From an optimization exercise on the open Yosys and OpenROAD flow, aimed at small area; shortcuts taken in it are not production practice. Function was checked by simulation only, so behaviour that the tests miss may differ from the original. The clock input has no modelled driver; a real chip could not lean on it and would need a root buffer or a full tree. Power figures rest on the tool's default switching activity, not on a simulated workload.

==> flow/design.v <==
module sync_fifo_top (
    input         i_clk,
    input         i_rst_n,
    input         i_wr_en,
    input         i_rd_en,
    input  [15:0] i_din,
    output [15:0] o_dout,
    output        o_empty,
    output        o_full
);
reg  [511:0] mem;    
reg          p;      
reg  [5:0]   c;      
reg  [15:0]  dq;     
wire empty = c[5];
wire full  = ~c[5] & (&c[4:0]);
wire wr    = i_wr_en & ~full;
wire rd    = i_rd_en & ~empty;
assign o_empty = empty;
assign o_full  = full;
assign o_dout  = dq ^ {16{p}};
wire [511:0] above = {mem[495:0], i_din ^ {16{p}}};
wire [511:0] mem_nxt;
fifo_hold #(.W(512)) u_mem_nxt (
    .q(mem), .d(above), .ld(wr), .hd(~wr), .nxt(mem_nxt));
wire [32:0] sel;
genvar k, b;
generate
    for (k = 0; k < 32; k = k + 1) begin : g_sel
        assign sel[k] = rd & (c[4:0] == k);
    end
endgenerate
assign sel[32] = ~rd;
wire [15:0] dq_nxt;
generate
    for (b = 0; b < 16; b = b + 1) begin : g_bit
        wire [32:0] col;
        wire [10:0] y;
        for (k = 0; k < 32; k = k + 1) begin : g_col
            assign col[k] = mem[16*k + b];
        end
        assign col[32] = dq[b];
        for (k = 0; k < 11; k = k + 1) begin : g_aoi
            fifo_aoi3 u_aoi (.s(sel[3*k +: 3]), .d(col[3*k +: 3]), .y(y[k]));
        end
        wire [2:0] z;
        fifo_nand u_nand (.y(y), .z(z));
        assign dq_nxt[b] = ~|z;
    end
endgenerate
always @(posedge i_clk)
    mem <= mem_nxt;
always @(posedge i_clk or negedge i_rst_n) begin
    if (!i_rst_n) begin
        p  <= 1'b0;
        c  <= 6'h3f;
        dq <= 16'h0000;
    end else begin
        p  <= ~p;
        c  <= c + {5'b0, wr} - {5'b0, rd};
        dq <= dq_nxt;
    end
end
endmodule
module fifo_hold #(parameter W = 16) (
    input  [W-1:0] q,
    input  [W-1:0] d,
    input          ld,
    input          hd,
    output [W-1:0] nxt
);
assign nxt = ~((q | {W{ld}}) & (d | {W{hd}}));
endmodule
module fifo_aoi3 (
    input  [2:0] s,
    input  [2:0] d,
    output       y
);
assign y = ~|(s & d);
endmodule
module fifo_nand (
    input  [10:0] y,
    output [2:0]  z
);
assign z = {~&y[10:8], ~&y[7:4], ~&y[3:0]};
endmodule
==> flow/config.mk <==
export PLATFORM = sky130hd
export DESIGN_NAME = sync_fifo_top
export DESIGN_NICKNAME = sync_fifo_top
export VERILOG_FILES = /design/flow/design.v
export SDC_FILE = /design/flow/constraint.sdc
export NUM_CORES = 4
export LEC_CHECK = 0
export CAP_MARGIN = 5
export CORE_MARGIN = 2
export CORE_UTILIZATION = 76
export PLACE_DENSITY = 0.8
export SLEW_MARGIN = 5
export SYNTH_HIERARCHICAL = 1
export SYNTH_MINIMUM_KEEP_SIZE = 0
==> flow/constraint.sdc <==
create_clock -name core_clock -period 10.0 [get_ports {i_clk}]
set_input_delay 2.0000 -clock core_clock [delete_from_list [all_inputs] [get_ports {i_clk}]]
set_output_delay 2.0000 -clock core_clock [all_outputs]
set_load 0.01 [all_outputs]
standard.sh (not shown) runs the stock make flow with config.mk's settings and CLKGATE_MAP_FILE= SYNTH_SCRIPT=/design/flow/synth_recipe.tcl, a recipe that flattens the netlist after the stock synthesis.
==> flow/flow/run.sh <==
#!/bin/bash
# Layout: the standard flow (standard.sh), with these changes passed to
# ORFS through its own variables:
#  - after clock_tree_synthesis, clock_tree.tcl (POST_CTS_TCL) replaces its
#    tree with a two-level tree of clkbuf_8 group buffers under a clkbuf_16,
#  - port buffers of the smallest buffer cell.
# The full output goes to flow.log; ORFS's per-step logs are under orfs/logs.
set -euo pipefail
export CTS_ARGS="-sink_clustering_enable -repair_clock_nets -dont_use_dummy_load -buf_list sky130_fd_sc_hd__clkbuf_8 -sink_clustering_size 20 -sink_clustering_max_diameter 60"
export BUFFER_PORTS_ARGS="-buffer_cell sky130_fd_sc_hd__buf_1"
export POST_CTS_TCL="$PWD/flow/clock_tree.tcl"
bash standard.sh finish > flow.log 2>&1
==> flow/flow/clock_tree.tcl <==
# Runs at the end of ORFS's CTS step (POST_CTS_TCL): replaces the clock tree
# that clock_tree_synthesis built with a two-level tree.
#  - The flip-flops are split into compact groups of at most clk_group_size:
#    vertical strips of equal count, each cut into groups along y.
#  - A group buffer whose estimated flip-flop clock slew is over
#    clk_slew_limit becomes a clkbuf_16.
set clk_group_size 21
set clk_roots 1
set clk_slew_limit 0.118
if { [info exists ::env(CLK_GROUP_SIZE)] } { set clk_group_size $::env(CLK_GROUP_SIZE) }
if { [info exists ::env(CLK_ROOTS)] } { set clk_roots $::env(CLK_ROOTS) }
if { [info exists ::env(CLK_SLEW_LIMIT)] } { set clk_slew_limit $::env(CLK_SLEW_LIMIT) }
set leaf_master sky130_fd_sc_hd__clkbuf_8
if { [info exists ::env(CLK_LEAF)] } { set leaf_master $::env(CLK_LEAF) }
set big_master sky130_fd_sc_hd__clkbuf_16

set db [ord::get_db]
set block [ord::get_db_block]
set clk_port_net [$block findNet i_clk]

# Walk the existing tree from the clock port: its buffers, their nets and the
# flip-flop clock pins it reaches.
set old_bufs {}
set old_nets {}
set sinks {}
set todo [list $clk_port_net]
while { [llength $todo] > 0 } {
  set net [lindex $todo 0]
  set todo [lrange $todo 1 end]
  foreach it [$net getITerms] {
    if { [$it getIoType] ne "INPUT" } { continue }
    set inst [$it getInst]
    set mname [[$inst getMaster] getName]
    if { [string match "sky130_fd_sc_hd__clkbuf_*" $mname] } {
      lappend old_bufs $inst
      set onet [[$inst findITerm X] getNet]
      lappend old_nets $onet
      lappend todo $onet
    } else {
      lappend sinks $it
    }
  }
}
puts "clock_tree: [llength $old_bufs] old buffers, [llength $sinks] sinks"

foreach it $sinks { $it disconnect }
foreach inst $old_bufs { odb::dbInst_destroy $inst }
foreach net $old_nets { odb::dbNet_destroy $net }

# Sink positions (centre of each flip-flop).
set pts {}
foreach it $sinks {
  set bb [[$it getInst] getBBox]
  set x [expr { ([$bb xMin] + [$bb xMax]) / 2 }]
  set y [expr { ([$bb yMin] + [$bb yMax]) / 2 }]
  lappend pts [list $x $y $it]
}
set n [llength $pts]
set k [expr { int(ceil(double($n) / $clk_group_size)) }]
set ncol [expr { int(round(sqrt($k))) }]
set groups {}
set sorted [lsort -integer -index 0 $pts]
for { set c 0 } { $c < $ncol } { incr c } {
  # strip c holds groups g0..g1-1 of the k, and their share of the sinks
  set g0 [expr { $c * $k / $ncol }]
  set g1 [expr { ($c + 1) * $k / $ncol }]
  set lo [expr { $g0 * $n / $k }]
  set hi [expr { $g1 * $n / $k }]
  set strip [lsort -integer -index 1 [lrange $sorted $lo [expr { $hi - 1 }]]]
  set m [llength $strip]
  set g [expr { $g1 - $g0 }]
  for { set j 0 } { $j < $g } { incr j } {
    set glo [expr { $j * $m / $g }]
    set ghi [expr { ($j + 1) * $m / $g }]
    lappend groups [lrange $strip $glo [expr { $ghi - 1 }]]
  }
}
puts "clock_tree: [llength $groups] groups"

set leaf_m [$db findMaster $leaf_master]
set big_m [$db findMaster $big_master]
set leaves {}
set lpos {}
set i 0
foreach grp $groups {
  set gx 0
  set gy 0
  foreach p $grp {
    incr gx [lindex $p 0]
    incr gy [lindex $p 1]
  }
  set gx [expr { $gx / [llength $grp] }]
  set gy [expr { $gy / [llength $grp] }]
  set inst [odb::dbInst_create $block $leaf_m clk_leaf_$i]
  set net [odb::dbNet_create $block clk_leaf_net_$i]
  $net setSigType CLOCK
  [$inst findITerm X] connect $net
  foreach p $grp { [lindex $p 2] connect $net }
  $inst setLocation $gx $gy
  $inst setPlacementStatus PLACED
  lappend leaves $inst
  lappend lpos [list $gx $gy]
  incr i
}
# The group buffers, in strip order, are split into clk_roots runs; each run
# is driven by a clkbuf_16 at its centre, and the clock port drives those.
set nl [llength $leaves]
for { set r 0 } { $r < $clk_roots } { incr r } {
  set lo [expr { $r * $nl / $clk_roots }]
  set hi [expr { ($r + 1) * $nl / $clk_roots }]
  set rnet [odb::dbNet_create $block clk_root_net_$r]
  $rnet setSigType CLOCK
  set sx 0
  set sy 0
  for { set j $lo } { $j < $hi } { incr j } {
    [[lindex $leaves $j] findITerm A] connect $rnet
    incr sx [lindex $lpos $j 0]
    incr sy [lindex $lpos $j 1]
  }
  set root [odb::dbInst_create $block $big_m clk_root_$r]
  [$root findITerm A] connect $clk_port_net
  [$root findITerm X] connect $rnet
  $root setLocation [expr { $sx / ($hi - $lo) }] [expr { $sy / ($hi - $lo) }]
  $root setPlacementStatus PLACED
}

detailed_placement

proc clk_leaf_slew { inst } {
  set m 0.0
  set net [get_nets -of_objects [get_pins -of_objects [get_cells [$inst getName]] -filter "direction == output"]]
  foreach p [get_pins -of_objects $net -filter "direction == input"] {
    set s [get_property $p slew_max]
    if { $s > $m } { set m $s }
  }
  return $m
}

set_propagated_clock [all_clocks]
estimate_parasitics -placement
set resized 0
foreach inst $leaves {
  set m [clk_leaf_slew $inst]
  if { $m > $clk_slew_limit } {
    if { [[$inst getMaster] getName] ne $big_master } {
      puts "clock_tree: [$inst getName] slew [format %.4f $m] -> $big_master"
      replace_cell [get_cells [$inst getName]] $big_master
      incr resized
    }
  }
}
if { $resized > 0 } {
  detailed_placement
  estimate_parasitics -placement
}
set worst 0.0
foreach inst $leaves {
  set m [clk_leaf_slew $inst]
  if { $m > $worst } { set worst $m }
}
puts "clock_tree: worst estimated flip-flop clock slew [format %.4f $worst]"
report_clock_skew
check_placement -verbose
Next try:
--- a/flow/flow/run.sh
+++ b/flow/flow/run.sh
@@ -6 +6,3 @@
-#  - port buffers of the smallest buffer cell.
+#  - port buffers of the smallest buffer cell,
+#  - power recovery (downsizing gates off the critical paths) after global
+#    routing.
@@ -11,0 +14 @@
+export RECOVER_POWER=100
--- a/flow/flow/clock_tree.tcl
+++ b/flow/flow/clock_tree.tcl
@@ -7 +7 @@
-set clk_group_size 21
+set clk_group_size 20
- CAP_MARGIN: 5 -> 20
- CORE_UTILIZATION: 76 -> 70
- PLACE_DENSITY: 0.8 -> 0.72
- SLEW_MARGIN: 5 -> 20
=> The changed run ran to the end with violations: max-capacitance violations, max-slew violations. Cell area is about the same. Combinational power hardly moves. Total power stays flat. Sequential power is about the same. Setup slack degrades by 2.2 ns. Routed wire length goes up by 1.4%. Core utilization goes down by 5.7 points. Clock skew goes down by 0.0032 ns. Area after synthesis is unchanged. Register-to-register slack degrades by 2.3 ns.
Next try:
--- a/flow/flow/run.sh
+++ b/flow/flow/run.sh
@@ -6,3 +6 @@
-#  - port buffers of the smallest buffer cell,
-#  - power recovery (downsizing gates off the critical paths) after global
-#    routing.
+#  - port buffers of the smallest buffer cell.
@@ -14 +11,0 @@
-export RECOVER_POWER=100
- CAP_MARGIN: 20 -> 5
- CORE_UTILIZATION: 70 -> 76
- PLACE_DENSITY: 0.72 -> 0.8
- SLEW_MARGIN: 20 -> 5
The new run passed the timing, design-rule and antenna checks.
Worst setup slack gains 2.2 ns.
Sequential power is about the same.
Wire length decreases slightly.
Next try:
--- a/flow/flow/run.sh
+++ b/flow/flow/run.sh
@@ -6 +6,3 @@
-#  - port buffers of the smallest buffer cell.
+#  - port buffers of the smallest buffer cell,
+#  - the buffers Yosys/ABC inserted are removed at floorplan (the placement
+#    is not timing driven, so global placement does not remove them).
@@ -10,0 +13 @@
+export REMOVE_ABC_BUFFERS=1
- GPL_TIMING_DRIVEN: default -> 0
The changed run completed with no timing, DRC or antenna violations.
Sequential share of layout area is about the same.
Clock power goes down slightly.
Register-to-register slack got worse by 0.49 ns.
Next try:
--- a/flow/flow/run.sh
+++ b/flow/flow/run.sh
@@ -6,3 +6 @@
-#  - port buffers of the smallest buffer cell,
-#  - the buffers Yosys/ABC inserted are removed at floorplan (the placement
-#    is not timing driven, so global placement does not remove them).
+#  - port buffers of the smallest buffer cell.
@@ -13 +10,0 @@
-export REMOVE_ABC_BUFFERS=1
- CAP_MARGIN: 5 -> 20
- GPL_TIMING_DRIVEN: 0 -> default
- SLEW_MARGIN: 5 -> 20
Outcome:
- design area is about the same
- combinational power barely changes
- die area is unchanged
- worst hold slack improves by 0.0033 ns
- total power increases by 1.5%
- first-iteration DRC count increases by 6.0%
- critical path depth decreases by 4
- wire length increases by 15%
- setup slack improves by 0.92 ns
- core utilization barely changes
- sequential share of layout area hardly moves
No run of this note takes its clock network from TritonCTS; it comes from the design's own scripts or RTL.

[afterwards: timing with drivers on the ports]
No port has a modelled driver above. Below, the same layouts with a new extraction and two added sets of constraints. Step 1 assumes that a clkbuf_16 drives the clock port and a buf_2 every other input. Step 2 moves the port delays by t, midway between the first and last clock arrival at a register: inputs arrive t later, outputs are due t later. That takes back most of the time a late clock gives input paths. a / b / c = no drivers / after step 1 / after step 2; a / b = the first two.
run | t, ns | slack for setup (ns) | hold WS [ns] | worst setup path after step 2 | worst slew at a driven data input, ns
the first run | 0.576 | 5.645 / 5.669 / 5.093 | 0.444 / 0.444 / 0.444 | input to register | 0.04
the second run | 0.577 | 3.417 / 3.446 / 2.869 | 0.452 / 0.452 / 0.452 | input to register | 0.03
the third run | 0.577 | 5.662 / 5.681 / 5.104 | 0.453 / 0.453 / 0.453 | input to register | 0.04
the fourth run | 0.560 | 4.790 / 4.818 / 4.258 | 0.452 / 0.452 / 0.452 | input to register | 0.03
the fifth run | 0.574 | 5.709 / 5.729 / 5.155 | 0.456 / 0.456 / 0.456 | input to register | 0.04
For the third run, which loses most, drivers alone change the setup slack by +0.019 ns; drivers and shift together by -0.558 ns.
